Context: an optimization exercise on an open-source flow, tuned for small area. The choices shown serve that exercise and are no tape-out recipe.
Function was checked by simulation only, so behaviour that the tests miss may differ from the original.
No driver is modelled on the clock port, so clocking that relies on it looks cheaper here than on a real chip.
Power and IR drop assume default switching activity.

--- flow/flow/post_cts.tcl ---
proc fix_clock_leaf_slew { limit } {
  estimate_parasitics -placement
  set n 0
  foreach inst [[ord::get_db_block] getInsts] {
    set m [[$inst getMaster] getName]
    if { $m ne "sky130_fd_sc_hd__clkbuf_4" } { continue }
    set worst 0.0
    foreach it [$inst getITerms] {
      if { ![$it isOutputSignal] } { continue }
      set net [$it getNet]
      if { $net eq "NULL" } { continue }
      foreach sink [$net getITerms] {
        if { [$sink isOutputSignal] } { continue }
        set pin [get_pins [[$sink getInst] getName]/[[$sink getMTerm] getName]]
        set s [get_property $pin slew_max]
        if { $s > $worst } { set worst $s }
      }
    }
    if { $worst > $limit } {
      replace_cell [get_cells [$inst getName]] sky130_fd_sc_hd__clkbuf_8
      incr n
    }
  }
  puts "fix_clock_leaf_slew: upsized $n clock buffers"
  return $n
}

fix_clock_leaf_slew 0.100
set result [catch { detailed_placement } msg]
if { $result != 0 } { error "Detailed placement failed after clock buffer upsizing: $msg" }
check_placement -verbose
--- flow/flow/run.sh ---
#!/bin/bash
# Own layout flow: the standard ORFS flow (standard.sh, unchanged synthesis),
# with smaller port buffers, a clock tree without dummy loads built from
# clkbuf_4, and the leaf buffers whose clock pins see a slow slew upsized
# to clkbuf_8 (flow/post_cts.tcl, run at the end of the cts step).
set -euo pipefail
export BUFFER_PORTS_ARGS="-buffer_cell sky130_fd_sc_hd__buf_1"
export CTS_ARGS="-sink_clustering_enable -repair_clock_nets -dont_use_dummy_load -root_buf sky130_fd_sc_hd__clkbuf_4 -buf_list sky130_fd_sc_hd__clkbuf_4"
export POST_CTS_TCL="$PWD/flow/post_cts.tcl"
bash standard.sh synth     > log_1_synth.log     2>&1
bash standard.sh floorplan > log_2_floorplan.log 2>&1
bash standard.sh place     > log_3_place.log     2>&1
bash standard.sh cts       > log_4_cts.log       2>&1
bash standard.sh route     > log_5_route.log     2>&1
bash standard.sh finish    > log_6_finish.log    2>&1
--- flow/config.mk ---
export PLATFORM = sky130hd
export DESIGN_NAME = System
export DESIGN_NICKNAME = System
export VERILOG_FILES = /design/flow/design.v
export SDC_FILE = /design/flow/constraint.sdc
export NUM_CORES = 4
export LEC_CHECK = 0
export CAP_MARGIN = 20
export CORE_MARGIN = 2
export CORE_UTILIZATION = 60
export SLEW_MARGIN = 20
--- flow/design.v ---
module System(
	clk,
	rst,
	mbed,
	select,
	GreenBlueServoOut,
	RedServoOut,
	BinRecycleServoOut,
	RedBlueServoOut,
	GreenOtherServoOut,
	dispenseBlueLED,
	dispenseComplete,
	dispenseGreenLED,
	dispenseRedLED,
	mainState,
	mbedOutput,
	results,
	sortBlueLED,
	sortComplete,
	sortGreenLED,
	sortRedLED
);
input	clk;
input	rst;
input	[6:0] mbed;
input	[0:0] select;
output	GreenBlueServoOut;
output	RedServoOut;
output	BinRecycleServoOut;
output	RedBlueServoOut;
output	GreenOtherServoOut;
output	[0:0] dispenseBlueLED;
output	[0:0] dispenseComplete;
output	[0:0] dispenseGreenLED;
output	[0:0] dispenseRedLED;
output	[4:0] mainState;
output	[2:0] mbedOutput;
output	[2:0] results;
output	[0:0] sortBlueLED;
output	[0:0] sortComplete;
output	[0:0] sortGreenLED;
output	[0:0] sortRedLED;
wire [15:0] cCntInc, mCntInc;
wire [14:0] mPauseInc, dPauseInc;
wire [16:0] sPauseInc;
wire [13:0] pwmCntInc;
wire [6:0] cIn = select ? 7'b1101110 : mbed;
reg  [6:0] mbD;
reg        selD;
wire       r0;
wire [6:0] cChk = selD ? 7'b1101110 : mbD;	 
reg  [6:0] cOut;	 
reg  [2:0] cMo;
reg        cSCO, cDCO, cRcv;
reg  [15:0] cCnt;
wire cChg  = cChk != cIn;
wire cWrap = (cCnt & 16'd50000) == 16'd50000;	 
wire sCmp, dCmp;
always @(posedge clk)
	if (rst) begin
		cOut[0] <= 1'b0;
		cOut[4] <= 1'b0;
		cMo  <= 3'd0;
		cSCO <= 1'b0;
		cDCO <= 1'b0;
		cRcv <= 1'b0;
		cCnt <= 16'd0;
	end else begin
		cOut[0] <= cChk[0];
		cOut[4] <= cChk[4];
		cMo  <= {cDCO, cSCO, cRcv};
		cSCO <= ~cChg & (cSCO | sCmp);
		cDCO <= ~cChg & (cDCO | dCmp);
		if (cChg)
			cRcv <= 1'b1;
		else if (cWrap)
			cRcv <= 1'b0;
		cCnt <= (cWrap & ~cChg) ? 16'd0 : cCntInc;
	end
wire [6:0] mIn = select ? mbed : 7'b0111111;
wire [5:0]  mY = selD ? mbD[5:0] : {6{~r0}};	 
reg         mChg;	 
wire        mStart = selD & mbD[6];
reg  [4:0]  mR;		 
reg  [4:0]  mState;
reg  [14:0] mPause;
reg  [15:0] mCnt;
reg         mRcv, mCmp;
reg  [1:0]  mRes;
reg         mAct;	 
reg  [1:0]  mRB;	 
reg  [2:0]  mGO;	 
reg  [1:0]  mBR;	 
reg  [1:0]  mRd;	 
reg  [1:0]  mGB;	 
wire [4:0] mEnc  = (~mY[5] & (~mY[4] | (~mY[3] & ~mY[2] & ~(mY[1] & mY[0])))) ? mY[4:0] : 5'd0;
wire       mWrap = (mCnt & 16'd50000) == 16'd50000;	 
wire       mHit  = (mPause & 15'd25000) == 15'd25000;	 
wire       mIdle = mState == 5'd0;
wire       mSortSt = mState == 5'd1;
wire       mDispSt = (mState == 5'd2) | (mState == 5'd3) | (mState == 5'd4);
wire       mTestSt = ~mIdle & ~mSortSt & ~mDispSt;
wire       mEnd    = mState == 5'd18;
wire       mDone   = mStart & ((mSortSt & sCmp) | (mDispSt & dCmp) | (mTestSt & mHit));
wire       mSS = mAct & mSortSt;
wire       mDS = mAct & mDispSt;
wire [2:0] mSortColour = {~mSS, 2'b11};
wire [1:0] mDispense   = {~mDS | mState[2], ~mDS | mState[0]};
always @(posedge clk)
	if (rst) begin
		mChg   <= 1'b0;
		mR     <= 5'd0;
		mState <= 5'd0;
		mPause <= 15'd0;
		mCnt   <= 16'd0;
		mRcv   <= 1'b0;
		mCmp   <= 1'b0;
		mRes   <= 2'd0;
		mAct   <= 1'b0;
		mRB    <= 2'd0;
		mGO    <= 3'd0;
		mBR    <= 2'd0;
		mRd    <= 2'd0;
		mGB    <= 2'd0;
	end else begin
		mChg   <= mIn[5:0] != mY;
		mRes   <= {mCmp, mRcv};
		if (mChg)
			mRcv <= 1'b1;
		else if (mWrap)
			mRcv <= 1'b0;
		mCnt <= (mWrap & ~mChg) ? 16'd0 : mCntInc;
		mPause <= (mStart & mTestSt & mHit) ? 15'd0 : mPauseInc;
		if (mDone)
			mCmp <= 1'b1;
		else if (mChg)
			mCmp <= 1'b0;
		if (mStart & mIdle & (mR != 5'd0))
			mR <= 5'd0;
		else if (mChg)
			mR <= mEnc;
		if (mStart) begin
			if (mIdle)
				mState <= mR;
			else if (mDone)
				mState <= 5'd0;
			if (mSortSt) mAct <= ~sCmp;
			if (mDispSt) mAct <= ~dCmp;
			case (mState)
				5'd5:  mRB <= 2'd1;
				5'd6:  mRB <= 2'd2;
				5'd7:  mRB <= 2'd3;
				5'd8:  mGO <= 3'b110;
				5'd9:  mGO <= 3'b100;
				5'd10: mGO <= 3'b101;
				5'd11: mBR <= 2'b11;
				5'd12: mBR <= 2'b10;
				5'd13: mRd <= 2'b11;
				5'd14: mRd <= 2'b10;
				5'd15: mGB <= 2'd1;
				5'd16: mGB <= 2'd2;
				5'd17: mGB <= 2'd3;
				5'd18: begin
					mRB <= mHit ? 2'd0 : 2'd2;
					mGO <= mHit ? 3'b000 : 3'b111;
					mBR <= mHit ? 2'b00 : 2'b10;
					mRd <= mHit ? 2'b00 : 2'b10;
					mGB <= mHit ? 2'd0 : 2'd2;
				end
				default: ;
			endcase
		end
	end
wire       sStart = select ? mSS : cOut[0];
wire [2:0] sCol   = select ? mSortColour : cOut[3:1];
reg  [2:0]  sChk;
reg         sUsed;
reg         sCmpR;
reg  [3:0]  sState;
reg  [16:0] sPause;
reg         sBR;	 
wire [2:0] sReg  = sUsed ? 3'b111 : sChk;
wire       sIdle = sState == 4'd0;
wire       sTake = sStart & sIdle & ~(sReg[2] & sReg[1]);
wire       sP    = |sPause;
reg        sHit, sLast;
wire [3:0] sNext;
always @* begin
	case (sState)
		4'd2, 4'd4, 4'd6, 4'd9, 4'd12:
			sHit = (sPause & 17'd5000) == 17'd5000;
		4'd14:
			sHit = (sPause & 17'd10000) == 17'd10000;
		4'd13, 4'd15:
			sHit = (sPause & 17'd100000) == 17'd100000;
		default:
			sHit = (sPause & 17'd20000) == 17'd20000;
	endcase
	case (sState)
		4'd2, 4'd4, 4'd6, 4'd9, 4'd12, 4'd15: sLast = 1'b1;
		default: sLast = 1'b0;
	endcase
end
always @(posedge clk)
	if (rst) begin
		sUsed  <= 1'b0;
		sCmpR  <= 1'b0;
		sState <= 4'd0;
		sPause <= 17'd0;
		sBR    <= 1'b0;
	end else begin
		sPause <= (sStart & ~sIdle & sHit) ? 17'd0 : sPauseInc;
		if (sTake)
			sUsed <= 1'b1;
		else if (sCol != sChk)
			sUsed <= 1'b0;
		if (sStart & ~sIdle & sHit & sLast)
			sCmpR <= 1'b1;
		else if (sCol != sChk)
			sCmpR <= 1'b0;
		if (sStart) begin
			if (sIdle) begin
				if (sTake)
					case (sReg)
						3'd0: sState <= 4'd1;
						3'd1: sState <= 4'd3;
						3'd2: sState <= 4'd5;
						3'd3: sState <= 4'd7;
						3'd4: sState <= 4'd10;
						default: sState <= 4'd13;
					endcase
			end else if (sHit)
				sState <= sLast ? 4'd0 : sNext;
			if (sState == 4'd7) sBR <= 1'b1;
			if (sState == 4'd8 && sHit) sBR <= 1'b0;
			if (sState == 4'd10) sBR <= 1'b0;
			if (sState == 4'd11 && sHit) sBR <= 1'b1;
		end
	end
assign sCmp = sCmpR;
assign sortRedLED   = (sState == 4'd1 & sP) | (sState == 4'd2);
assign sortGreenLED = (sState == 4'd3 & sP) | (sState == 4'd4);
assign sortBlueLED  = (sState == 4'd5 & sP) | (sState == 4'd6);
assign sortComplete = sCmpR;
wire       dStart = select ? mDS : cOut[4];
wire [1:0] dCol   = select ? mDispense : cOut[6:5];
reg  [1:0]  dChk;
reg         dUsed;
reg         dCmpR;
reg  [3:0]  dState;
reg  [14:0] dPause;
wire [1:0] dReg  = dUsed ? 2'b11 : dChk;
wire       dIdle = dState == 4'd0;
wire       dTake = dStart & dIdle & ~(dReg[1] & dReg[0]);
wire       dP    = |dPause;
reg        dHit, dLast;
wire [3:0] dNext;
always @* begin
	case (dState)
		4'd2:       dHit = (dPause & 15'd30000) == 15'd30000;
		4'd4, 4'd7: dHit = (dPause & 15'd15000) == 15'd15000;
		4'd1:       dHit = 1'b1;
		default:    dHit = (dPause & 15'd20000) == 15'd20000;
	endcase
	case (dState)
		4'd3, 4'd6, 4'd9: dLast = 1'b1;
		default: dLast = 1'b0;
	endcase
end
always @(posedge clk)
	if (rst) begin
		dUsed  <= 1'b0;
		dCmpR  <= 1'b0;
		dState <= 4'd0;
		dPause <= 15'd0;
	end else begin
		dPause <= (dStart & ~dIdle & dHit) ? 15'd0 : dPauseInc;
		if (dTake)
			dUsed <= 1'b1;
		else if (dCol != dChk)
			dUsed <= 1'b0;
		if (dStart & ~dIdle & dHit & dLast)
			dCmpR <= 1'b1;
		else if (dCol != dChk)
			dCmpR <= 1'b0;
		if (dStart) begin
			if (dIdle) begin
				if (dTake)
					case (dReg)
						2'd0: dState <= 4'd1;
						2'd1: dState <= 4'd4;
						default: dState <= 4'd7;
					endcase
			end else if (dHit)
				dState <= dLast ? 4'd0 : dNext;
		end
	end
always @(posedge clk) begin
	{cOut[6:5], cOut[3:1]} <= {cChk[6:5], cChk[3:1]};
	mbD  <= rst ? 7'd0 : mbed;
	selD <= ~rst & select;
	sChk <= sCol;
	dChk <= dCol;
end
assign dCmp = dCmpR;
assign dispenseRedLED   = (dState == 4'd2) | (dState == 4'd3);
assign dispenseGreenLED = (dState == 4'd4 & dP) | (dState == 4'd5) | (dState == 4'd6);
assign dispenseBlueLED  = (dState == 4'd7 & dP) | (dState == 4'd8) | (dState == 4'd9);
assign dispenseComplete = dCmpR;
assign mainState  = mState;
assign results    = {1'b0, mRes};
assign mbedOutput = select ? {1'b0, mRes} : cMo;
wire [1:0] nRB = (sState == 4'd1 & sP) ? 2'd1 : (sState == 4'd5 & sP) ? 2'd2 : 2'd0;
wire [1:0] nGO = (sState == 4'd3 & sP) ? 2'd1 :
                 ((sState == 4'd7 | sState == 4'd10) & sP) ? 2'd2 : 2'd0;
wire       nBR = sBR;
wire       nRD = dState == 4'd2;
reg  [2:0] nGB;
always @* begin
	case (dState)
		4'd4: nGB = dP ? 3'd1 : 3'd0;
		4'd5: nGB = dP ? 3'd2 : 3'd1;
		4'd6: nGB = dP ? 3'd0 : 3'd2;
		4'd7: nGB = dP ? 3'd3 : 3'd0;
		4'd8: nGB = dP ? 3'd4 : 3'd3;
		4'd9: nGB = dP ? 3'd0 : 3'd4;
		default: nGB = 3'd0;
	endcase
end
wire [1:0] eRB = (mRB == 2'd0) ? nRB : (mRB == 2'd1) ? 2'd1 : (mRB == 2'd2) ? 2'd0 : 2'd2;
wire [1:0] eGO = mGO[2] ? mGO[1:0] : nGO;
wire       eBR = mBR[1] ? mBR[0] : nBR;
wire       eRD = mRd[1] ? mRd[0] : nRD;
wire [2:0] eGB = (mGB == 2'd0) ? nGB : (mGB == 2'd1) ? 3'd5 : (mGB == 2'd2) ? 3'd1 : 3'd4;
reg  [13:0] pwmCnt;
reg         pwmRun;	 
reg  [1:0]  pRB, pGO;
reg         pBR, pRD;
reg  [2:0]  pGB;
reg         oRB, oGO, oBR, oRD, oGB;
wire [11:0] pc = pwmCnt[13:2];
assign r0 = ~pwmRun & (pwmCnt[1:0] == 2'd0);	 
wire pcZ = pc == 12'd0;
wire k0  = pcZ & (pwmCnt[1:0] == 2'd0);
wire k2  = pcZ & (pwmCnt[1:0] == 2'd2);
reg eRBq, eGOq, eBRq, eRDq, eGBq;
always @* begin
	case (pRB)
		2'd1: eRBq = &{pc[9], pc[5:3], pc[1]};		 
		2'd2: eRBq = &{pc[7], pc[5:3], pc[0]};		 
		default: eRBq = &{pc[8], pc[6:5], pc[1:0]};	 
	endcase
	case (pGO)
		2'd0: eGOq = &{pc[8], pc[6], pc[4], pc[2]};	 
		2'd1: eGOq = &{pc[6], pc[2:1]};			 
		2'd2: eGOq = &{pc[9], pc[5:4]};			 
		default: eGOq = &{pc[8], pc[6:5], pc[1:0]};	 
	endcase
	eBRq = pBR ? &{pc[8], pc[6], pc[4:1]}		 
	           : &{pc[9], pc[6], pc[2]};		 
	eRDq = pRD ? &{pc[7:6], pc[3]}			 
	           : &{pc[8:7], pc[5:3]};		 
	case (pGB)
		3'd1: eGBq = &{pc[8], pc[6:5], pc[1:0]};	 
		3'd2: eGBq = &{pc[9], pc[6], pc[3:1]};		 
		3'd3: eGBq = &{pc[8:7], pc[3], pc[1:0]};	 
		3'd4: eGBq = &{pc[3], pc[1]};			 
		3'd5: eGBq = &{pc[9], pc[5], pc[2:1]};		 
		default: eGBq = &{pc[8], pc[6:4], pc[2:0]};	 
	endcase
end
always @(posedge clk)
	if (rst) begin
		pwmCnt <= 14'd0;
		pwmRun <= 1'b0;
		oRB <= 1'b0;
		oGO <= 1'b0;
		oBR <= 1'b0;
		oRD <= 1'b0;
		oGB <= 1'b0;
	end else begin
		pwmCnt <= pwmCntInc;
		pwmRun <= pwmRun | k2;
		oRB <= (k0 & pwmRun) | (k2 & ~pwmRun) | (oRB & ~eRBq);
		oGO <= (k0 & pwmRun) | (k2 & ~pwmRun) | (oGO & ~eGOq);
		oBR <= (k0 & pwmRun) | (k2 & ~pwmRun) | (oBR & ~eBRq);
		oRD <= (k0 & pwmRun) | (k2 & ~pwmRun) | (oRD & ~eRDq);
		oGB <= (k0 & pwmRun) | (k2 & ~pwmRun) | (oGB & ~eGBq);
	end
always @(posedge clk)
	if (k2) begin
		pRB <= eRB;
		pGO <= eGO;
		pBR <= eBR;
		pRD <= eRD;
		pGB <= eGB;
	end
assign RedBlueServoOut    = oRB;
assign GreenOtherServoOut = oGO;
assign BinRecycleServoOut = oBR;
assign RedServoOut        = oRD;
assign GreenBlueServoOut  = oGB;
rippleInc #(16) u_cCnt  (.q(cCnt),   .ci(~cChg),               .s(cCntInc));
rippleInc #(16) u_mCnt  (.q(mCnt),   .ci(~mChg),               .s(mCntInc));
rippleInc #(15) u_mPause(.q(mPause), .ci(mStart & mTestSt),    .s(mPauseInc));
rippleInc #(17) u_sPause(.q(sPause), .ci(sStart & ~sIdle),     .s(sPauseInc));
rippleInc #(15) u_dPause(.q(dPause), .ci(dStart & ~dIdle),     .s(dPauseInc));
rippleInc #(4)  u_sSt   (.q(sState), .ci(1'b1),                .s(sNext));
rippleInc #(4)  u_dSt   (.q(dState), .ci(1'b1),                .s(dNext));
rippleInc #(14) u_pwm   (.q(pwmCnt), .ci(1'b1),                .s(pwmCntInc));
endmodule
module rippleInc #(parameter W = 8) (q, ci, s);
input  [W-1:0] q;
input          ci;
output [W-1:0] s;
wire   [W:0]   c;
assign c[0] = ci;
genvar i;
generate
	for (i = 0; i < W; i = i + 1) begin : g
		assign s[i]   = q[i] ^ c[i];
		assign c[i+1] = q[i] & c[i];
	end
endgenerate
endmodule
--- flow/constraint.sdc ---
create_clock -name core_clock -period 10.0 [get_ports {clk}]
set_input_delay 2.0000 -clock core_clock [delete_from_list [all_inputs] [get_ports {clk}]]
set_output_delay 2.0000 -clock core_clock [all_outputs]
set_load 0.01 [all_outputs]
--- flow/standard.sh ---
#!/bin/bash
# synth_recipe.tcl (not shown) runs the flow's synth.tcl, then flattens the netlist and writes it again
# the make line also repeats each setting of config.mk as NAME=value (left out here)
make -C /OpenROAD-flow-scripts/flow DESIGN_CONFIG=/design/flow/config.mk WORK_HOME=/design/flow/orfs CLKGATE_MAP_FILE= SYNTH_SCRIPT=/design/flow/synth_recipe.tcl "${@:-finish}"
==> results of run 1 <==
==> worst max-delay path, delay by kind of cell <==
kind / cells / cell delay, ps
XOR/XNOR: 1 / 140
buffers and inverters: 3 / 520
adder cells (fa/ha/maj): 16 / 2890
AND/OR/NAND/NOR: 1 / 150
AO/OA/AOI/OAI: 2 / 470
==> area by class of cell <==
| type | count | area, um^2 |
|---|---|---|
| Multi-Input combinational cell | 656 | 4730 |
| Tap cell | 180 | 225 |
| Timing Repair Buffer | 35 | 144 |
| Clock buffer | 17 | 203 |
| Sequential cell | 174 | 3570 |
| Inverter | 25 | 93.8 |
| Fill cell | 1135 | 4960 |
==> kinds of logic (layout without fill, tap and decap cells) <==
| logic type | after synthesis | after routing | share of synthesized area, % |
|---|---|---|---|
| AO/OA/AOI/OAI | 169 | 169 | 14.2 |
| XOR/XNOR | 20 | 20 | 2.05 |
| adder cells (fa/ha/maj) | 104 | 104 | 15.2 |
| buffers and inverters | 58 | 77 | 3.02 |
| flip-flops | 174 | 174 | 41.7 |
| multiplexers | 11 | 11 | 1.37 |
| other | 1 | 1 | 0.0438 |
| AND/OR/NAND/NOR | 351 | 351 | 22.4 |
==> worst paths after layout <==
check            start         end  slack [ps]  cells after the start
max          select[0]  sPause[16]        4180                     23
min          pwmCnt[0]   pwmCnt[0]         440                      1
max reg2reg  mState[2]  dPause[14]        5230                     20
min reg2reg  pwmCnt[0]   pwmCnt[0]         440                      1
==> synth_stat cells (all sizes together), types with 4 or more instances <==
library cell,count,area (um^2)
nand2b,9,58.8
a21oi,54,274
clkbuf,16,60.1
and3,4,25.0
nand3,26,130
o22ai,6,37.5
o211ai,6,50.1
dfxtp,165,3300
nor2,69,262
nor3b,5,42.5
nand4,5,31.3
buf,17,105
nand4b,4,35.0
nand2,55,206
inv,25,93.8
o221ai,5,50.0
or2,9,56.3
a31oi,6,37.5
o21a,12,91.3
a22oi,7,52.6
xor2,10,87.6
nor2b,36,233
xnor2,10,87.6
mux2i,5,50.1
edfxtp,9,270
nor3,17,96.4
ha,104,1300
o21ai,28,144
nor4,12,75.1
and2,81,507
mux2,6,67.6
a41oi,4,53.8
a211oi,10,75.1
==> metal layers <==
metal	up-vias	global-route usage [%]	part of all wire, %
li1	3170	-	-
met1	2928	29.1	48
met3	19	5.58	4.8
met4	0	6.61	0.91
met2	134	36.1	46
met5	-	0	0
==> report_power, final <==
group          internal, W  total [W]  switching [W]
logic            0.0000314  0.0000812      0.0000499
clock network     0.000130   0.000335       0.000205
registers         0.000714   0.000728      0.0000142
total             0.000874    0.00114       0.000269
==> per-stage QoR <==
step	cell area, um^2	std cells	hold WS (ps)	util [%]	total power [W]
floorplan	8560	888	402	-	0.000804
global placement	8770	1070	419	62.9	0.000822
detailed placement	8770	1070	422	62.9	0.000825
global route	8970	1087	471	64.4	0.00119
finish	8970	1087	438	64.4	0.00114
==> registers in the layout (all words and copies together), names as in the netlist, 7 cells and up <==
| signal | cells |
|---|---|
| sPause | 17 |
| cCnt | 16 |
| mCnt | 16 |
| dPause | 15 |
| mPause | 15 |
| pwmCnt | 14 |
| cOut | 7 |
| mbD | 7 |
==> notes.md, run 1 <==
----------------------------------------------------
[Synth]
  Average instance area after synthesis ... 9.64 um^2
  Proportion of register bits with asynchronous set or reset after synthesis ... 0%
  Number of different library cells in the post-synthesis netlist ... 79
  Instance count of the mapped netlist ... 888
  Count of flip-flops with a built-in enable after synthesis ... 9
  Flip-flop cell with the highest count after synthesis ... sky130_fd_sc_hd__dfxtp_1
  Mapped Area ... 8560 um^2
  Net Count, Synth ... 1002
  Synthesis-stage register bit count ... 174
  Sequential share of the synthesized area ... 41.7%
  Yosys warning count ... 1

[Routing]
  Antenna violation net count after detailed routing ... 0
  Drt first-iter violations ... 369
  Mean routed wirelength per cell ... 14.7 um
  DRC ... 0
  Sum of routed wire length over all layers ... 16000 um
  Total via count in the routed design ... 6251
  Count of TritonRoute iterations in the first routing pass ... 5
  Per-cell via count in the routed design ... 5.75

[Status]
  Outcome ... finished clean

[STA]
  Time the worst path needs with I/O delays and setup ... 5820 ps
  Count of endpoints failing setup in the final report ... 0
  Worst-Margin Slew ... 863 ps
  Worst slew margin ... 42.0%
  Setup TNS Final ... 0 ps
  Share of the clock period used by the worst path ... 58.2%
  Post-layout worst setup margin ... 4180 ps
  Final Max Slew Viols ... 0
  Setup skew after layout ... 24.0 ps
  Maximum clock frequency ... 172 MHz
  Hold Fails Final Rpt ... 0
  RSZ-0062 raised after global routing ... false

[Finish]
  Most frequent standard cell in the layout excluding fill and tap cells ... sky130_fd_sc_hd__dfxtp_1
  Layout cells sized above 1 ... 6.28%
  Leading cell types in the layout, fill and taps excluded ... sky130_fd_sc_hd__dfxtp_1 (165), sky130_fd_sc_hd__ha_1 (104), sky130_fd_sc_hd__and2_1 (81)
  Final net count ... 1023
  Total inserted antenna cells ... 0
  Area growth from synthesis to layout ... 4.75%

[Run]
  Maxcap violations ... 0

[Floorplanning]
  Starting density of the core ... 61.5%
  Die area ... 15200 um^2
  Total I/O pin count ... 34
  Horiz. Die Dim ... 123 um
  Overall die height ... 123 um
  Floorplan Core Area ... 13900 um^2
  Number of core rows ... 43

[Clock tree]
  TritonCTS clock tree ... done
  Source-to-sink clock delay at the later pin of the worst-skew pair ... 450 ps
  Total clock sinks ... 174
  Clock transition at the registers of the reported paths ... 90 ps

[Power and ir drop]
  Areal power density over the cells ... 128 nW/um^2
  Static Leak ... 3.92 nW
  Largest voltage drop on the vdd net ... 0.114 mV

[Critical path]
  Crit path cell chain ... buf_1 -> buf_4 -> inv_1 -> a32oi_4 -> a21oi_1 -> ha_1 -> ha_1 -> ha_1 -> ha_1 -> ha_1 -> ha_1 -> ha_1 -> ha_1 -> ha_1 -> ha_1 -> ha_1 -> ha_1 -> ha_1 -> ha_1 -> ha_1 -> ha_1 -> xor2_1 -> and2_1
  CP Data Arrival Time ... 6170 ps
  Nature of the critical path endpoint ... flip-flop
  Worst-path cell with the longest stage delay ... sky130_fd_sc_hd__a32oi_4
  Required @ worst endpoint ... 10350 ps
  Critical path launch point type ... primary input
  WS Path Type ... primary input to flip-flop
  Top fanout value on the critical path ... 24
  Worst stage delay on the critical path ... 350 ps
  Most prevalent standard cell on the critical path ... sky130_fd_sc_hd__ha_1

[Place]
  Post-placement setup slack ... 3700 ps
  DPL Wire Length ... 11600 um
  GPL Wtd Cong ... 0.847
  Number of buffer cells added on primary ports ... 32

[Global routing]
  GRT Util Overall ... 22.2%
  Antenna violations before repair ... 0
  Maximum number of pins on one net before global-route repair ... 68
  Global-route wire length before repair ... 27000 um
  Overflow left after global routing ... 0
  Via count of the first global-routing pass ... 5943

[Min path]
  Worst Hold Class ... flip-flop to flip-flop

----------------------------------------------------
==> run 2, diff against run 1 <==
--- a/flow/design.v
+++ b/flow/design.v
@@ -177,27 +177,25 @@
 reg         sUsed;
 reg         sCmpR;
-reg  [3:0]  sState;
+reg  [2:0]  sC;		 
+reg  [1:0]  sPh;	 
 reg  [16:0] sPause;
 reg         sBR;	 
 wire [2:0] sReg  = sUsed ? 3'b111 : sChk;
-wire       sIdle = sState == 4'd0;
+wire       sIdle = sPh == 2'd0;
 wire       sTake = sStart & sIdle & ~(sReg[2] & sReg[1]);
 wire       sP    = |sPause;
-reg        sHit, sLast;
-wire [3:0] sNext;
+wire       sLift = sC[2] & sC[0];		 
+wire       sBin  = (sC == 3'd3) | (sC == 3'd4);	 
+wire       sLast = (sPh == 2'd3) | ((sPh == 2'd2) & ~sC[2] & ~(sC[1] & sC[0]));
+wire m5000   = (sPause & 17'd5000)   == 17'd5000;
+wire m10000  = (sPause & 17'd10000)  == 17'd10000;
+wire m20000  = (sPause & 17'd20000)  == 17'd20000;
+wire m100000 = (sPause & 17'd100000) == 17'd100000;
+reg        sHit;
 always @* begin
-	case (sState)
-		4'd2, 4'd4, 4'd6, 4'd9, 4'd12:
-			sHit = (sPause & 17'd5000) == 17'd5000;
-		4'd14:
-			sHit = (sPause & 17'd10000) == 17'd10000;
-		4'd13, 4'd15:
-			sHit = (sPause & 17'd100000) == 17'd100000;
-		default:
-			sHit = (sPause & 17'd20000) == 17'd20000;
-	endcase
-	case (sState)
-		4'd2, 4'd4, 4'd6, 4'd9, 4'd12, 4'd15: sLast = 1'b1;
-		default: sLast = 1'b0;
+	case (sPh)
+		2'd1: sHit = sLift ? m100000 : m20000;
+		2'd2: sHit = sLift ? m10000 : sBin ? m20000 : m5000;
+		default: sHit = sLift ? m100000 : m5000;
 	endcase
 end
@@ -206,5 +204,5 @@
 		sUsed  <= 1'b0;
 		sCmpR  <= 1'b0;
-		sState <= 4'd0;
+		sPh    <= 2'd0;
 		sPause <= 17'd0;
 		sBR    <= 1'b0;
@@ -222,24 +220,21 @@
 			if (sIdle) begin
 				if (sTake)
-					case (sReg)
-						3'd0: sState <= 4'd1;
-						3'd1: sState <= 4'd3;
-						3'd2: sState <= 4'd5;
-						3'd3: sState <= 4'd7;
-						3'd4: sState <= 4'd10;
-						default: sState <= 4'd13;
-					endcase
+					sPh <= 2'd1;
 			end else if (sHit)
-				sState <= sLast ? 4'd0 : sNext;
-			if (sState == 4'd7) sBR <= 1'b1;
-			if (sState == 4'd8 && sHit) sBR <= 1'b0;
-			if (sState == 4'd10) sBR <= 1'b0;
-			if (sState == 4'd11 && sHit) sBR <= 1'b1;
+				sPh <= sLast ? 2'd0 : sPh + 1'b1;
+			if (sPh == 2'd1 && sC == 3'd3) sBR <= 1'b1;
+			if (sPh == 2'd2 && sC == 3'd3 && sHit) sBR <= 1'b0;
+			if (sPh == 2'd1 && sC == 3'd4) sBR <= 1'b0;
+			if (sPh == 2'd2 && sC == 3'd4 && sHit) sBR <= 1'b1;
 		end
 	end
+always @(posedge clk)
+	if (sTake) sC <= sReg;
 assign sCmp = sCmpR;
-assign sortRedLED   = (sState == 4'd1 & sP) | (sState == 4'd2);
-assign sortGreenLED = (sState == 4'd3 & sP) | (sState == 4'd4);
-assign sortBlueLED  = (sState == 4'd5 & sP) | (sState == 4'd6);
+wire sRun1 = (sPh == 2'd1) & sP;	 
+wire sLit  = sRun1 | (sPh == 2'd2);
+assign sortRedLED   = sLit & (sC == 3'd0);
+assign sortGreenLED = sLit & (sC == 3'd1);
+assign sortBlueLED  = sLit & (sC == 3'd2);
 assign sortComplete = sCmpR;
 wire       dStart = select ? mDS : cOut[4];
@@ -248,22 +243,20 @@
 reg         dUsed;
 reg         dCmpR;
-reg  [3:0]  dState;
+reg  [1:0]  dC;		 
+reg  [1:0]  dPh;	 
 reg  [14:0] dPause;
 wire [1:0] dReg  = dUsed ? 2'b11 : dChk;
-wire       dIdle = dState == 4'd0;
+wire       dIdle = dPh == 2'd0;
 wire       dTake = dStart & dIdle & ~(dReg[1] & dReg[0]);
 wire       dP    = |dPause;
-reg        dHit, dLast;
-wire [3:0] dNext;
+wire       dRed  = dC == 2'd0;
+wire       dLast = dPh == 2'd3;
+reg        dHit;
 always @* begin
-	case (dState)
-		4'd2:       dHit = (dPause & 15'd30000) == 15'd30000;
-		4'd4, 4'd7: dHit = (dPause & 15'd15000) == 15'd15000;
-		4'd1:       dHit = 1'b1;
-		default:    dHit = (dPause & 15'd20000) == 15'd20000;
-	endcase
-	case (dState)
-		4'd3, 4'd6, 4'd9: dLast = 1'b1;
-		default: dLast = 1'b0;
+	case (dPh)
+		2'd1:    dHit = dRed | ((dPause & 15'd15000) == 15'd15000);
+		2'd2:    dHit = dRed ? ((dPause & 15'd30000) == 15'd30000)
+		                     : ((dPause & 15'd20000) == 15'd20000);
+		default: dHit = (dPause & 15'd20000) == 15'd20000;
 	endcase
 end
@@ -272,5 +265,5 @@
 		dUsed  <= 1'b0;
 		dCmpR  <= 1'b0;
-		dState <= 4'd0;
+		dPh    <= 2'd0;
 		dPause <= 15'd0;
 	end else begin
@@ -287,13 +280,11 @@
 			if (dIdle) begin
 				if (dTake)
-					case (dReg)
-						2'd0: dState <= 4'd1;
-						2'd1: dState <= 4'd4;
-						default: dState <= 4'd7;
-					endcase
+					dPh <= 2'd1;
 			end else if (dHit)
-				dState <= dLast ? 4'd0 : dNext;
+				dPh <= dPh + 1'b1;	 
 		end
 	end
+always @(posedge clk)
+	if (dTake) dC <= dReg;
 always @(posedge clk) begin
 	{cOut[6:5], cOut[3:1]} <= {cChk[6:5], cChk[3:1]};
@@ -304,33 +295,24 @@
 end
 assign dCmp = dCmpR;
-assign dispenseRedLED   = (dState == 4'd2) | (dState == 4'd3);
-assign dispenseGreenLED = (dState == 4'd4 & dP) | (dState == 4'd5) | (dState == 4'd6);
-assign dispenseBlueLED  = (dState == 4'd7 & dP) | (dState == 4'd8) | (dState == 4'd9);
+wire dLit = ((dPh == 2'd1) & dP) | dPh[1];	 
+assign dispenseRedLED   = dRed & dPh[1];
+assign dispenseGreenLED = (dC == 2'd1) & dLit;
+assign dispenseBlueLED  = (dC == 2'd2) & dLit;
 assign dispenseComplete = dCmpR;
 assign mainState  = mState;
 assign results    = {1'b0, mRes};
 assign mbedOutput = select ? {1'b0, mRes} : cMo;
-wire [1:0] nRB = (sState == 4'd1 & sP) ? 2'd1 : (sState == 4'd5 & sP) ? 2'd2 : 2'd0;
-wire [1:0] nGO = (sState == 4'd3 & sP) ? 2'd1 :
-                 ((sState == 4'd7 | sState == 4'd10) & sP) ? 2'd2 : 2'd0;
+wire [1:0] nRB = (sRun1 & sC == 3'd0) ? 2'd1 : (sRun1 & sC == 3'd2) ? 2'd2 : 2'd0;
+wire [1:0] nGO = (sRun1 & sC == 3'd1) ? 2'd1 : (sRun1 & sBin) ? 2'd2 : 2'd0;
 wire       nBR = sBR;
-wire       nRD = dState == 4'd2;
-reg  [2:0] nGB;
-always @* begin
-	case (dState)
-		4'd4: nGB = dP ? 3'd1 : 3'd0;
-		4'd5: nGB = dP ? 3'd2 : 3'd1;
-		4'd6: nGB = dP ? 3'd0 : 3'd2;
-		4'd7: nGB = dP ? 3'd3 : 3'd0;
-		4'd8: nGB = dP ? 3'd4 : 3'd3;
-		4'd9: nGB = dP ? 3'd0 : 3'd4;
-		default: nGB = 3'd0;
-	endcase
-end
+wire       nRD = dRed & (dPh == 2'd2);
+wire       gbA = ~dRed & (((dPh == 2'd1) & dP) | ((dPh == 2'd2) & ~dP));
+wire       gbB = ~dRed & (((dPh == 2'd2) & dP) | ((dPh == 2'd3) & ~dP));
+wire [2:0] nGB = {gbB, gbA, dC[1] & (gbA | gbB)};
 wire [1:0] eRB = (mRB == 2'd0) ? nRB : (mRB == 2'd1) ? 2'd1 : (mRB == 2'd2) ? 2'd0 : 2'd2;
 wire [1:0] eGO = mGO[2] ? mGO[1:0] : nGO;
 wire       eBR = mBR[1] ? mBR[0] : nBR;
 wire       eRD = mRd[1] ? mRd[0] : nRD;
-wire [2:0] eGB = (mGB == 2'd0) ? nGB : (mGB == 2'd1) ? 3'd5 : (mGB == 2'd2) ? 3'd1 : 3'd4;
+wire [2:0] eGB = (mGB == 2'd0) ? nGB : (mGB == 2'd1) ? 3'b001 : (mGB == 2'd2) ? 3'b010 : 3'b101;
 reg  [13:0] pwmCnt;
 reg         pwmRun;	 
@@ -362,9 +344,9 @@
 	           : &{pc[8:7], pc[5:3]};		 
 	case (pGB)
-		3'd1: eGBq = &{pc[8], pc[6:5], pc[1:0]};	 
-		3'd2: eGBq = &{pc[9], pc[6], pc[3:1]};		 
-		3'd3: eGBq = &{pc[8:7], pc[3], pc[1:0]};	 
-		3'd4: eGBq = &{pc[3], pc[1]};			 
-		3'd5: eGBq = &{pc[9], pc[5], pc[2:1]};		 
+		3'b010: eGBq = &{pc[8], pc[6:5], pc[1:0]};	 
+		3'b100: eGBq = &{pc[9], pc[6], pc[3:1]};	 
+		3'b011: eGBq = &{pc[8:7], pc[3], pc[1:0]};	 
+		3'b101: eGBq = &{pc[3], pc[1]};			 
+		3'b001: eGBq = &{pc[9], pc[5], pc[2:1]};	 
 		default: eGBq = &{pc[8], pc[6:4], pc[2:0]};	 
 	endcase
@@ -406,6 +388,4 @@
 rippleInc #(17) u_sPause(.q(sPause), .ci(sStart & ~sIdle),     .s(sPauseInc));
 rippleInc #(15) u_dPause(.q(dPause), .ci(dStart & ~dIdle),     .s(dPauseInc));
-rippleInc #(4)  u_sSt   (.q(sState), .ci(1'b1),                .s(sNext));
-rippleInc #(4)  u_dSt   (.q(dState), .ci(1'b1),                .s(dNext));
 rippleInc #(14) u_pwm   (.q(pwmCnt), .ci(1'b1),                .s(pwmCntInc));
 endmodule
==> run 2 against run 1 <==
Compared with the run above: utilization rose by 0.72 points; flip-flop and latch count increased by 1; hold slack better by 0.94 ps; via count shrank 6.6%; design area is 3.1% lower; power down 0.85%; worst setup slack worse by 72 ps; routed wire length down 5.2%; clock power decreased by 2%; sequential power up 0.5%; count of clock-buffer cells in the layout is the same; die area decreased by 3.3%; critical path type unchanged; critical endpoint is now cCnt[15]; largest cell class unchanged; largest power group unchanged.
==> notes.md, run 2 <==
----------------------------------------------------
[Synth]
  Mapped Area ... 8270 um^2
  Yosys warning count ... 1
  Proportion of register bits with asynchronous set or reset after synthesis ... 0%
  Net Count, Synth ... 933
  Average instance area after synthesis ... 10.1 um^2
  Sequential share of the synthesized area ... 44.0%
  Cell with the most instances after synthesis ... sky130_fd_sc_hd__dfxtp_1
  Count of flip-flops with a built-in enable after synthesis ... 14
  Instance count of the mapped netlist ... 820
  Number of different library cells in the post-synthesis netlist ... 84
  Main area contributors after synthesis ... sky130_fd_sc_hd__dfxtp_1 (39%), sky130_fd_sc_hd__ha_1 (16%), sky130_fd_sc_hd__and2_1 (5.6%), sky130_fd_sc_hd__edfxtp_1 (5.1%), sky130_fd_sc_hd__nor2b_1 (2.4%)
  Synthesis-stage register bit count ... 175
  Flip-flop cell with the highest count after synthesis ... sky130_fd_sc_hd__dfxtp_1
  Commonest cells in the netlist ... sky130_fd_sc_hd__dfxtp_1 (161), sky130_fd_sc_hd__ha_1 (103), sky130_fd_sc_hd__and2_1 (74)
  Area share of the largest cell type after synthesis ... 39.0%
  Post-synthesis cell type with the largest combined area ... sky130_fd_sc_hd__dfxtp_1

[Finish]
  Most frequent standard cell in the layout excluding fill and tap cells ... sky130_fd_sc_hd__dfxtp_1
  Largest register FFs ... 17
  Most flop-heavy register ... sPause
  Final net count ... 957
  Final Instance Area ... 8690 um^2
  Multi-input gate area ... 4370 um^2
  Leading cell types in the layout, fill and taps excluded ... sky130_fd_sc_hd__dfxtp_1 (161), sky130_fd_sc_hd__ha_1 (103), sky130_fd_sc_hd__and2_1 (74)
  Top Registers ... sPause (17), cCnt (16), mCnt (16)
  Total inserted antenna cells ... 0
  Area growth from synthesis to layout ... 5.01%
  Fill count ... 1135
  Layout cells sized above 1 ... 7.96%
  FF+latch area ... 3640 um^2

[Power and ir drop]
  Clock Power Share ... 29.0%
  Sequential share of power ... 64.6%
  Switching power as a share of total power ... 22.9%
  Static Leak ... 3.83 nW
  Largest voltage drop on the vdd net ... 0.114 mV
  Comb pwr share ... 6.4%
  Areal power density over the cells ... 131 nW/um^2
  PnR Total Power ... 0.00113 W
  Switch Pwr ... 0.000260 W
  Internal power ... 0.000874 W

[Place]
  DPL Wire Length ... 11200 um
  Dpl cell area ... 8490 um^2
  Post-placement setup slack ... 3240 ps
  GPL Wtd Cong ... 0.852
  Number of buffer cells added on primary ports ... 32

[Critical path]
  Critical path launch point type ... primary input
  CP Data Arrival Time ... 6230 ps
  WS Path Type ... primary input to flip-flop
  Internal reg-to-reg setup slack ... 5410 ps
  Reg-to-reg critical path endpoint ... cCnt[15]
  Nature of the critical path endpoint ... flip-flop
  R2r worst-path depth ... 20
  Top fanout value on the critical path ... 7
  Required @ worst endpoint ... 10330 ps
  Beginning of the worst register-to-register path ... selD

[Routing]
  Per-cell via count in the routed design ... 5.74
  Total via count in the routed design ... 5839
  Mean routed wirelength per cell ... 14.9 um
  DRC ... 0
  DR top layer ... met4
  Met2 routed wirelength ... 7090 um
  Sum of routed wire length over all layers ... 15100 um
  Drt first-iter violations ... 366
  Count of TritonRoute iterations in the first routing pass ... 6
  Wire length on met1 ... 7180 um
  Met3 routed WL ... 684 um
  Antenna violation net count after detailed routing ... 0

[Clock tree]
  TritonCTS clock tree ... done
  Clock transition at the registers of the reported paths ... 90 ps
  Total clock sinks ... 175
  Source-to-sink clock delay at the later pin of the worst-skew pair ... 440 ps

[Floorplanning]
  Total I/O pin count ... 34
  Overall die height ... 121 um
  Number of core rows ... 42
  Horiz. Die Dim ... 121 um
  Floorplan Core Area ... 13300 um^2
  Starting density of the core ... 62.0%
  Die area ... 14700 um^2

[Global routing]
  Antenna violations before repair ... 0
  Maximum number of pins on one net before global-route repair ... 47
  Global-route wire length before repair ... 26200 um
  GRT Util Overall ... 22.1%
  Via count of the first global-routing pass ... 5577
  Overflow left after global routing ... 0

[Min path]
  Min-Delay Startpoint ... cOut[2]
  Endpoint of the worst hold path ... sChk[1]
  Hold depth ... 1
  Worst Hold Class ... flip-flop to flip-flop

[Status]
  Outcome ... finished clean

[STA]
  Count of endpoints failing setup in the final report ... 0
  Worst-Margin Slew ... 887 ps
  Share of the clock period used by the worst path ... 58.9%
  RSZ-0062 raised after global routing ... false
  Worst slew margin ... 40.1%
  Maximum clock frequency ... 170 MHz
  Hold Fails Final Rpt ... 0
  Setup TNS Final ... 0 ps
  Setup skew after layout ... 28.7 ps
  Time the worst path needs with I/O delays and setup ... 5890 ps
  Post-Route Hold Slack ... 439 ps
  Final Max Slew Viols ... 0
  Post-layout worst setup margin ... 4110 ps

[Run]
  Maxcap violations ... 0

----------------------------------------------------
## run 2: layout make-up
cell class | instances | area share, %
Multi-Input combinational cell | 584 | 50.3
Sequential cell | 175 | 41.9
Tap cell | 176 | 2.53
Clock buffer | 17 | 2.26
Timing Repair Buffer | 33 | 1.50
Inverter | 33 | 1.43
## run 2: kinds of logic (layout without fill, tap and decap cells)
group / count (synthesis) / in the layout / share of synthesized area, %
other: 1 / 1 / 0.0453
buffers and inverters: 61 / 83 / 3.10
AND/OR/NAND/NOR: 310 / 310 / 21.3
multiplexers: 13 / 13 / 1.66
XOR/XNOR: 18 / 18 / 1.91
flip-flops: 175 / 175 / 44.0
adder cells (fa/ha/maj): 103 / 103 / 15.6
AO/OA/AOI/OAI: 139 / 139 / 12.3
## run 2: worst max-delay path by stage
| stage | slack, ps | from | to |
|---|---|---|---|
| after floorplan | 4120 | mbed[1] | cCnt[15] |
| after global placement | 3360 | select[0] | cCnt[15] |
| after detailed placement | 3240 | select[0] | cCnt[15] |
| after global routing | 3950 | select[0] | cCnt[15] |
| final | 4110 | mbed[1] | cCnt[15] |
## run 2: power by group through the flow
stage / Clock, W / Combinational [W] / Sequential, W
floorplan: 0 / 0.0000566 / 0.000745
global placement: 0 / 0.0000707 / 0.000748
detailed placement: 0 / 0.0000726 / 0.000749
global route: 0.000372 / 0.0000820 / 0.000734
finish: 0.000329 / 0.0000727 / 0.000732
## run 2: per-layer routing
metal | global-route usage [%] | vias to the layer above
li1 | - | 2951
met1 | 28.7 | 2730
met2 | 36.8 | 140
met5 | 0 | -
met4 | 5.53 | 0
met3 | 5.64 | 18
## run 2: metrics by stage
step / utilization [%] / cells
after floorplan: - / 820
after global placement: 63.6 / 1001
after detailed placement: 63.6 / 1001
after global routing: 65.1 / 1018
final: 65.1 / 1018
## run 2: worst max-delay path: stages
cell and delay [ps]:
sky130_fd_sc_hd__buf_1 300, sky130_fd_sc_hd__xnor2_1 130, sky130_fd_sc_hd__a31oi_1 230, sky130_fd_sc_hd__o32ai_1 120, sky130_fd_sc_hd__and4_4 220, sky130_fd_sc_hd__ha_1 180, sky130_fd_sc_hd__ha_1 200, sky130_fd_sc_hd__ha_1 190
sky130_fd_sc_hd__ha_1 190, sky130_fd_sc_hd__ha_1 190, sky130_fd_sc_hd__ha_1 200, sky130_fd_sc_hd__ha_1 200, sky130_fd_sc_hd__ha_1 200, sky130_fd_sc_hd__ha_1 190, sky130_fd_sc_hd__ha_1 200, sky130_fd_sc_hd__ha_1 190
sky130_fd_sc_hd__ha_1 200, sky130_fd_sc_hd__ha_1 210, sky130_fd_sc_hd__ha_1 200, sky130_fd_sc_hd__ha_1 200, sky130_fd_sc_hd__xor2_1 130, sky130_fd_sc_hd__and2_1 150
==> run 3, diff against run 2 <==
--- a/flow/design.v
+++ b/flow/design.v
@@ -303,5 +303,5 @@
 assign results    = {1'b0, mRes};
 assign mbedOutput = select ? {1'b0, mRes} : cMo;
-wire [1:0] nRB = (sRun1 & sC == 3'd0) ? 2'd1 : (sRun1 & sC == 3'd2) ? 2'd2 : 2'd0;
+wire [1:0] nRB = (sRun1 & sC == 3'd0) ? 2'd1 : (sRun1 & sC == 3'd2) ? 2'd3 : 2'd2;
 wire [1:0] nGO = (sRun1 & sC == 3'd1) ? 2'd1 : (sRun1 & sBin) ? 2'd2 : 2'd0;
 wire       nBR = sBR;
@@ -309,10 +309,10 @@
 wire       gbA = ~dRed & (((dPh == 2'd1) & dP) | ((dPh == 2'd2) & ~dP));
 wire       gbB = ~dRed & (((dPh == 2'd2) & dP) | ((dPh == 2'd3) & ~dP));
-wire [2:0] nGB = {gbB, gbA, dC[1] & (gbA | gbB)};
-wire [1:0] eRB = (mRB == 2'd0) ? nRB : (mRB == 2'd1) ? 2'd1 : (mRB == 2'd2) ? 2'd0 : 2'd2;
+wire [2:0] nGB = {(gbA & dC[1]) | (gbB & ~dC[1]), gbA | (gbB & dC[1]), gbB & dC[1]};
+wire [1:0] eRB = (mRB == 2'd0) ? nRB : mRB;
 wire [1:0] eGO = mGO[2] ? mGO[1:0] : nGO;
 wire       eBR = mBR[1] ? mBR[0] : nBR;
 wire       eRD = mRd[1] ? mRd[0] : nRD;
-wire [2:0] eGB = (mGB == 2'd0) ? nGB : (mGB == 2'd1) ? 3'b001 : (mGB == 2'd2) ? 3'b010 : 3'b101;
+wire [2:0] eGB = (mGB == 2'd0) ? nGB : {1'b0, mGB};
 reg  [13:0] pwmCnt;
 reg         pwmRun;	 
@@ -330,5 +330,5 @@
 	case (pRB)
 		2'd1: eRBq = &{pc[9], pc[5:3], pc[1]};		 
-		2'd2: eRBq = &{pc[7], pc[5:3], pc[0]};		 
+		2'd3: eRBq = &{pc[7], pc[5:3], pc[0]};		 
 		default: eRBq = &{pc[8], pc[6:5], pc[1:0]};	 
 	endcase
@@ -346,6 +346,6 @@
 		3'b010: eGBq = &{pc[8], pc[6:5], pc[1:0]};	 
 		3'b100: eGBq = &{pc[9], pc[6], pc[3:1]};	 
-		3'b011: eGBq = &{pc[8:7], pc[3], pc[1:0]};	 
-		3'b101: eGBq = &{pc[3], pc[1]};			 
+		3'b110: eGBq = &{pc[8:7], pc[3], pc[1:0]};	 
+		3'b011: eGBq = &{pc[3], pc[1]};			 
 		3'b001: eGBq = &{pc[9], pc[5], pc[2:1]};	 
 		default: eGBq = &{pc[8], pc[6:4], pc[2:0]};	 
--- a/flow/config.mk
+++ b/flow/config.mk
@@ -9,3 +9,4 @@
 export CORE_MARGIN = 2
 export CORE_UTILIZATION = 60
+export PLACE_DENSITY = 0.75
 export SLEW_MARGIN = 20
==> run 3 against run 2 <==
Compared with the run above: still clean; sequential share of layout area grew 0.51 points; clock skew grew 3.0 ps; register-to-register slack lost 170 ps; utilization shrank 0.28 points; hold slack lost 7.4 ps; fmax grew 2.4%; final cell count grew 0.29%; global-route usage is essentially flat; first-iteration DRC count shrank 26%; clock power grew 3%; critical path type unchanged; critical endpoint is now sPause[16]; largest cell class unchanged; largest power group unchanged.
==> notes.md, run 3 <==
----------------------------------------------------
[Status]
  Outcome ... finished clean

[Power and ir drop]
  Areal power density over the cells ... 134 nW/um^2
  Largest voltage drop on the vdd net ... 0.0939 mV
  Static Leak ... 3.73 nW

[Synth]
  Count of flip-flops with a built-in enable after synthesis ... 14
  Sequential share of the synthesized area ... 44.6%
  Synthesis-stage register bit count ... 175
  Main area contributors after synthesis ... sky130_fd_sc_hd__dfxtp_1 (39%), sky130_fd_sc_hd__ha_1 (15%), sky130_fd_sc_hd__and2_1 (6.6%), sky130_fd_sc_hd__edfxtp_1 (5.1%), sky130_fd_sc_hd__nor2b_1 (3.0%)
  Post-synthesis cell type with the largest combined area ... sky130_fd_sc_hd__dfxtp_1
  Net Count, Synth ... 929
  Flip-flop cell with the highest count after synthesis ... sky130_fd_sc_hd__dfxtp_1
  Average instance area after synthesis ... 9.92 um^2
  Instance count of the mapped netlist ... 823
  Yosys warning count ... 1
  Proportion of register bits with asynchronous set or reset after synthesis ... 0%
  Commonest cells in the netlist ... sky130_fd_sc_hd__dfxtp_1 (161), sky130_fd_sc_hd__ha_1 (96), sky130_fd_sc_hd__and2_1 (86)
  Number of different library cells in the post-synthesis netlist ... 73
  Cell with the most instances after synthesis ... sky130_fd_sc_hd__dfxtp_1
  Area share of the largest cell type after synthesis ... 39.5%
  Mapped Area ... 8170 um^2

[Routing]
  Sum of routed wire length over all layers ... 15100 um
  Antenna violation net count after detailed routing ... 0
  Drt first-iter violations ... 271
  Mean routed wirelength per cell ... 14.8 um
  Count of TritonRoute iterations in the first routing pass ... 4
  DRC ... 0
  Total via count in the routed design ... 5840
  Per-cell via count in the routed design ... 5.72

[Finish]
  Leading cell types in the layout, fill and taps excluded ... sky130_fd_sc_hd__dfxtp_1 (161), sky130_fd_sc_hd__ha_1 (96), sky130_fd_sc_hd__and2_1 (86)
  Area growth from synthesis to layout ... 5.12%
  Multi-input gate area ... 4270 um^2
  Total inserted antenna cells ... 0
  Non-filler instance count after layout ... 1021
  Final Instance Area ... 8580 um^2
  FF+latch area ... 3640 um^2
  Top Registers ... sPause (17), cCnt (16), mCnt (16)
  Final net count ... 953
  Most flop-heavy register ... sPause
  Largest register FFs ... 17
  Most frequent standard cell in the layout excluding fill and tap cells ... sky130_fd_sc_hd__dfxtp_1
  Layout cells sized above 1 ... 6.39%
  Fill count ... 1123

[Place]
  Post-placement setup slack ... 3770 ps
  Dpl cell area ... 8370 um^2
  Number of placed cells counting well taps ... 1004
  Number of buffer cells added on primary ports ... 32
  DPL Wire Length ... 11000 um
  GPL Wtd Cong ... 0.888

[Critical path]
  Nature of the critical path endpoint ... flip-flop
  Worst-path cell with the longest stage delay ... sky130_fd_sc_hd__a41o_1
  Critical path launch point type ... primary input
  Most prevalent standard cell on the critical path ... sky130_fd_sc_hd__ha_1
  Worst stage delay on the critical path ... 300 ps
  Top fanout value on the critical path ... 31
  Cell type group with the largest total delay on the critical path ... adder cells
  CP Data Arrival Time ... 6060 ps
  WS Path Type ... primary input to flip-flop
  Crit path cell chain ... buf_1 -> buf_4 -> nor2b_1 -> a41o_1 -> nand2b_1 -> inv_1 -> ha_1 -> ha_1 -> ha_1 -> ha_1 -> ha_1 -> ha_1 -> ha_1 -> ha_1 -> ha_1 -> ha_1 -> ha_1 -> ha_1 -> ha_1 -> ha_1 -> ha_1 -> ha_1 -> xnor2_1 -> nor3_1
  Buffers and inverters on the worst path ... 3
  Required @ worst endpoint ... 10310 ps

[Global routing]
  Via count of the first global-routing pass ... 5706
  GRT Util Overall ... 22.1%
  Overflow left after global routing ... 0
  Antenna violations before repair ... 0
  Global-route wire length before repair ... 25800 um
  Maximum number of pins on one net before global-route repair ... 73

[STA]
  Share of the clock period used by the worst path ... 57.6%
  Hold Fails Final Rpt ... 0
  Setup TNS Final ... 0 ps
  Setup skew after layout ... 31.7 ps
  Maximum clock frequency ... 174 MHz
  Worst slew margin ... 42.7%
  Worst-Margin Slew ... 849 ps
  Post-layout worst setup margin ... 4240 ps
  Count of endpoints failing setup in the final report ... 0
  Final Max Slew Viols ... 0
  RSZ-0062 raised after global routing ... false
  Post-Route Hold Slack ... 432 ps
  Time the worst path needs with I/O delays and setup ... 5760 ps

[Floorplanning]
  Die area ... 14600 um^2
  Starting density of the core ... 61.7%
  Number of core rows ... 42
  Total I/O pin count ... 34
  Horiz. Die Dim ... 121 um
  Floorplan Core Area ... 13200 um^2
  Overall die height ... 121 um

[Clock tree]
  Clock transition at the registers of the reported paths ... 80 ps
  Source-to-sink clock delay at the later pin of the worst-skew pair ... 450 ps
  Total clock sinks ... 175
  TritonCTS clock tree ... done

[Run]
  Maxcap violations ... 0

[Min path]
  Worst Hold Class ... flip-flop to flip-flop

----------------------------------------------------
==> run 3: cell types whose count changed after synthesis, sizes merged, moves of 4 or more <==
cell and delta:
ha -7, a32oi -5, a211oi +7, a22oi +7, nand3 -9, nor2b +7
inv -4, or3 +4, a22o -6, nor2 +6
==> run 3: report_power, final <==
group	total, W	internal [W]	switching [W]
Sequential	0.000733	0.000721	0.0000119
Clock	0.000340	0.000134	0.000207
Combinational	0.0000732	0.0000284	0.0000448
Total	0.00115	0.000883	0.000263
==> run 3: logic make-up after synthesis <==
kind of cell / Yosys count / synth area share, %
compound gates: 141 / 11.9
mux: 10 / 1.32
fa+ha+maj: 96 / 14.7
flops: 175 / 44.6
other cells: 1 / 0.0459
xor+xnor: 18 / 1.93
simple gates: 325 / 22.4
buf+inv: 57 / 3.10
==> run 3: area by class of cell <==
| type | count | share of cell area (%) |
|---|---|---|
| clock buffers | 17 | 2.43 |
| inverters | 28 | 1.22 |
| multi-input cells | 591 | 49.7 |
| flip-flops and latches | 175 | 42.4 |
| well taps | 176 | 2.57 |
| repair buffers | 34 | 1.59 |
==> run 3: final timing paths <==
path                                   end       from  slack, ps  depth (start not counted)
worst max-delay path            sPause[16]  select[0]       4240                         24
worst min-delay path             pwmCnt[0]  pwmCnt[0]        430                          1
worst max register to register  sPause[16]  mState[1]       5240                         22
worst min register to register   pwmCnt[0]  pwmCnt[0]        430                          1
==> run 3: metal layers <==
metal  GRT usage, %  part of all wire (%)  up-vias  wire length, um
li1               -                     -     2947                -
met2           38.4                    49      113             7480
met5              0                     0        -                0
met3           5.19                   3.7       21              564
met4           8.43                   1.9        0              280
met1           26.3                    45     2759             6800
==> run 3: through the flow <==
step	total power, W	util, %
6_report	0.00115	64.8
5_1_grt	0.00119	64.8
3_5_place_dp	0.000821	63.2
3_3_place_gp	0.000818	63.2
2_1_floorplan	0.000801	-
==> run 3: worst register-to-register path, cell delays in order, from the launching register on <==
cell and delay (ps):
sky130_fd_sc_hd__dfxtp_1 810, sky130_fd_sc_hd__nor4b_2 160, sky130_fd_sc_hd__a41o_1 360, sky130_fd_sc_hd__nand2b_1 180, sky130_fd_sc_hd__inv_1 60, sky130_fd_sc_hd__ha_1 170, sky130_fd_sc_hd__ha_1 180, sky130_fd_sc_hd__ha_1 180
sky130_fd_sc_hd__ha_1 190, sky130_fd_sc_hd__ha_1 190, sky130_fd_sc_hd__ha_1 180, sky130_fd_sc_hd__ha_1 180, sky130_fd_sc_hd__ha_1 170, sky130_fd_sc_hd__ha_1 170, sky130_fd_sc_hd__ha_1 180, sky130_fd_sc_hd__ha_1 180
sky130_fd_sc_hd__ha_1 170, sky130_fd_sc_hd__ha_1 170, sky130_fd_sc_hd__ha_1 180, sky130_fd_sc_hd__ha_1 190, sky130_fd_sc_hd__ha_1 190, sky130_fd_sc_hd__xnor2_1 140, sky130_fd_sc_hd__nor3_1 60
==> run 4, diff against run 3 <==
--- a/flow/flow/run.sh
+++ b/flow/flow/run.sh
@@ -7,4 +7,5 @@
 export BUFFER_PORTS_ARGS="-buffer_cell sky130_fd_sc_hd__buf_1"
 export CTS_ARGS="-sink_clustering_enable -repair_clock_nets -dont_use_dummy_load -root_buf sky130_fd_sc_hd__clkbuf_4 -buf_list sky130_fd_sc_hd__clkbuf_4"
+export RECOVER_POWER=100
 export POST_CTS_TCL="$PWD/flow/post_cts.tcl"
 bash standard.sh synth     > log_1_synth.log     2>&1
--- a/flow/config.mk
+++ b/flow/config.mk
@@ -9,4 +9,3 @@
 export CORE_MARGIN = 2
 export CORE_UTILIZATION = 60
-export PLACE_DENSITY = 0.75
 export SLEW_MARGIN = 20
==> run 4 against run 3 <==
Compared with the run above: the layout now fails its checks (max-capacitance violations, max-slew violations); non-clock buffer count unchanged; hold slack worse by 10 ps; fmax down 13%; register-to-register slack worse by 100 ps; die area unchanged; sequential power about the same; critical path depth unchanged; clock skew about the same; via count up 0.38%; clock power about the same; final cell count unchanged; synthesized cell count unchanged.
==> notes.md, run 4 <==
----------------------------------------------------
[Finish]
  Area growth from synthesis to layout ... 4.81%
  Largest register FFs ... 17
  Final net count ... 953
  Fin util ... 64.6%
  Fill count ... 1150
  Top Registers ... sPause (17), cCnt (16), mCnt (16)
  Most frequent standard cell in the layout excluding fill and tap cells ... sky130_fd_sc_hd__dfxtp_1
  Final Instance Area ... 8560 um^2
  Layout cells sized above 1 ... 5.21%
  Most flop-heavy register ... sPause
  Leading cell types in the layout, fill and taps excluded ... sky130_fd_sc_hd__dfxtp_1 (161), sky130_fd_sc_hd__ha_1 (96), sky130_fd_sc_hd__and2_0 (55)
  Total inserted antenna cells ... 0

[Critical path]
  Reg-to-reg critical path endpoint ... sPause[16]
  Crit path cell chain ... buf_1 -> clkbuf_1 -> nor2b_1 -> a41o_1 -> nand2b_1 -> inv_1 -> ha_1 -> ha_1 -> ha_1 -> ha_1 -> ha_1 -> ha_1 -> ha_1 -> ha_1 -> ha_1 -> ha_1 -> ha_1 -> ha_1 -> ha_1 -> ha_1 -> ha_1 -> ha_1 -> xnor2_1 -> nor3_1
  WS Path Type ... primary input to flip-flop
  Nature of the critical path endpoint ... flip-flop
  Worst-path cell with the longest stage delay ... sky130_fd_sc_hd__clkbuf_1
  Top fanout value on the critical path ... 31
  Internal reg-to-reg setup slack ... 5140 ps
  Critical path launch point type ... primary input
  Beginning of the worst register-to-register path ... mState[1]
  CP Data Arrival Time ... 6820 ps
  Buffers and inverters on the worst path ... 3
  Worst stage delay on the critical path ... 950 ps
  Cell type group with the largest total delay on the critical path ... adder cells
  Most prevalent standard cell on the critical path ... sky130_fd_sc_hd__ha_1
  Required @ worst endpoint ... 10170 ps
  R2r worst-path depth ... 22

[Power and ir drop]
  PnR Total Power ... 0.00114 W
  Largest voltage drop on the vdd net ... 0.113 mV
  Areal power density over the cells ... 133 nW/um^2
  Static Leak ... 3.66 nW

[Min path]
  Hold depth ... 1
  Endpoint of the worst hold path ... sChk[1]
  Min-Delay Startpoint ... cOut[2]
  Worst Hold Class ... flip-flop to flip-flop

[Floorplanning]
  Number of core rows ... 42
  Total I/O pin count ... 34
  Overall die height ... 121 um
  Horiz. Die Dim ... 121 um
  Starting density of the core ... 61.7%
  Floorplan Core Area ... 13200 um^2
  Die area ... 14600 um^2

[Synth]
  Flip-flop cell with the highest count after synthesis ... sky130_fd_sc_hd__dfxtp_1
  Proportion of register bits with asynchronous set or reset after synthesis ... 0%
  Post-synthesis cell type with the largest combined area ... sky130_fd_sc_hd__dfxtp_1
  Synthesis-stage register bit count ... 175
  Main area contributors after synthesis ... sky130_fd_sc_hd__dfxtp_1 (39%), sky130_fd_sc_hd__ha_1 (15%), sky130_fd_sc_hd__and2_1 (6.6%), sky130_fd_sc_hd__edfxtp_1 (5.1%), sky130_fd_sc_hd__nor2b_1 (3.0%)
  Yosys warning count ... 1
  Cell with the most instances after synthesis ... sky130_fd_sc_hd__dfxtp_1
  Net Count, Synth ... 929
  Instance count of the mapped netlist ... 823
  Sequential share of the synthesized area ... 44.6%
  Average instance area after synthesis ... 9.92 um^2
  Area share of the largest cell type after synthesis ... 39.5%
  Number of different library cells in the post-synthesis netlist ... 73
  Commonest cells in the netlist ... sky130_fd_sc_hd__dfxtp_1 (161), sky130_fd_sc_hd__ha_1 (96), sky130_fd_sc_hd__and2_1 (86)
  Count of flip-flops with a built-in enable after synthesis ... 14
  Mapped Area ... 8170 um^2

[Routing]
  Sum of routed wire length over all layers ... 15100 um
  Per-cell via count in the routed design ... 5.74
  Antenna violation net count after detailed routing ... 0
  DRC ... 0
  Drt first-iter violations ... 304
  Total via count in the routed design ... 5862
  Count of TritonRoute iterations in the first routing pass ... 5
  Mean routed wirelength per cell ... 14.8 um

[STA]
  Final Max Slew Viols ... 73
  Setup skew after layout ... 31.3 ps
  RSZ-0062 raised after global routing ... false
  Hold Fails Final Rpt ... 0
  Worst slew margin ... -115%
  Setup TNS Final ... 0 ps
  Share of the clock period used by the worst path ... 66.5%
  Worst-Margin Slew ... 3230 ps
  Post-layout worst setup margin ... 3350 ps
  Count of endpoints failing setup in the final report ... 0
  Time the worst path needs with I/O delays and setup ... 6650 ps
  Maximum clock frequency ... 150 MHz

[Global routing]
  Antenna violations before repair ... 0
  GRT Util Overall ... 22.6%
  Via count of the first global-routing pass ... 5745
  Overflow left after global routing ... 0
  Global-route wire length before repair ... 26700 um
  Maximum number of pins on one net before global-route repair ... 73

[Clock tree]
  TritonCTS clock tree ... done
  Clock transition at the registers of the reported paths ... 90 ps
  Total clock sinks ... 175
  Source-to-sink clock delay at the later pin of the worst-skew pair ... 450 ps

[Status]
  Outcome ... failed layout checks
  Layout Check Fails ... max-capacitance violations, max-slew violations

[Place]
  Dpl cell area ... 8370 um^2
  Post-placement setup slack ... 3730 ps
  Number of buffer cells added on primary ports ... 32
  DPL Wire Length ... 11100 um
  GPL Wtd Cong ... 0.839

[Run]
  Maxcap violations ... 1

----------------------------------------------------
-- run 4: where the power goes --
group | leakage [nW] | switching [W] | internal [W]
clock network | 0.112 | 0.000204 | 0.000134
logic | 2.12 | 0.0000444 | 0.0000279
registers | 1.43 | 0.0000119 | 0.000721
total | 3.66 | 0.000260 | 0.000882
-- run 4: cells by family after synthesis --
group	count (synthesis)	synth area share, %
and+or+nand+nor	325	22.4
DFF	175	44.6
AOI/OAI and AO/OA	141	11.9
adders and majority gates	96	14.7
buffers and inverters	57	3.10
xor gates and xnor gates	18	1.93
muxes	10	1.32
other	1	0.0459
-- run 4: worst max-delay path by stage --
stage / endpoint / cells after the start / from / slack [ps]
2_1_floorplan: cCnt[15] / 23 / mbed[5] / 4100
3_5_place_dp: sPause[16] / 24 / select[0] / 3730
3_3_place_gp: cCnt[15] / 23 / select[0] / 3890
5_1_grt: sPause[16] / 24 / select[0] / 2980
6_report: sPause[16] / 24 / select[0] / 3350
-- run 4: layer usage --
metal / GRT usage [%] / part of all wire [%] / vias up
li1: - / - / 2953
met4: 7.05 / 1.5 / 0
met3: 5.57 / 3.8 / 26
met1: 29.3 / 47 / 2762
met5: 0 / 0 / -
met2: 37.4 / 47 / 121
-- run 4: final cells by class --
class                           instances  area (um^2)  area share (%)
Timing Repair Buffer                   34          129            1.51
Sequential cell                       175         3640            42.6
Clock buffer                           17          209            2.44
Tap cell                              176          220            2.57
Inverter                               28          105            1.23
Multi-Input combinational cell        591         4250            49.7
-- run 4: metrics by stage --
stage | hold WS, ps | cells
2_1_floorplan | 402 | 823
3_3_place_gp | 414 | 1004
3_5_place_dp | 426 | 1004
5_1_grt | 450 | 1021
6_report | 422 | 1021

-- port drivers added, routing unchanged --
Ports are ideal in the flow. The routed layouts listed here were re-timed in OpenROAD. Step 1: set_driving_cell puts a clkbuf_16 on clk and a buf_2 on each other input, an assumption about the parent block. Step 2 adds t to the input delays and takes it off the output delays; t is the mean of the earliest and latest rising clock arrival at the registers after step 1. Input paths then give back, and output paths get back, about the clock's delay inside the block. a / b / c = ideal / step 1 / step 2; a / b = the first two.
run | t (ns) | slack for setup (ns) | hold slack, ns
run 1 | 0.470 | 4.177 / 4.188 / 3.718 | 0.438 / 0.438 / 0.438
run 2 | 0.461 | 4.105 / 4.121 / 3.661 | 0.439 / 0.439 / 0.439
run 3 | 0.478 | 4.243 / 4.261 / 3.783 | 0.432 / 0.432 / 0.432
run 4 | 0.470 | 3.349 / 3.364 / 2.894 | 0.422 / 0.422 / 0.422
For run 3, which loses most, drivers alone change the setup slack by +0.018 ns; drivers and shift together by -0.460 ns.
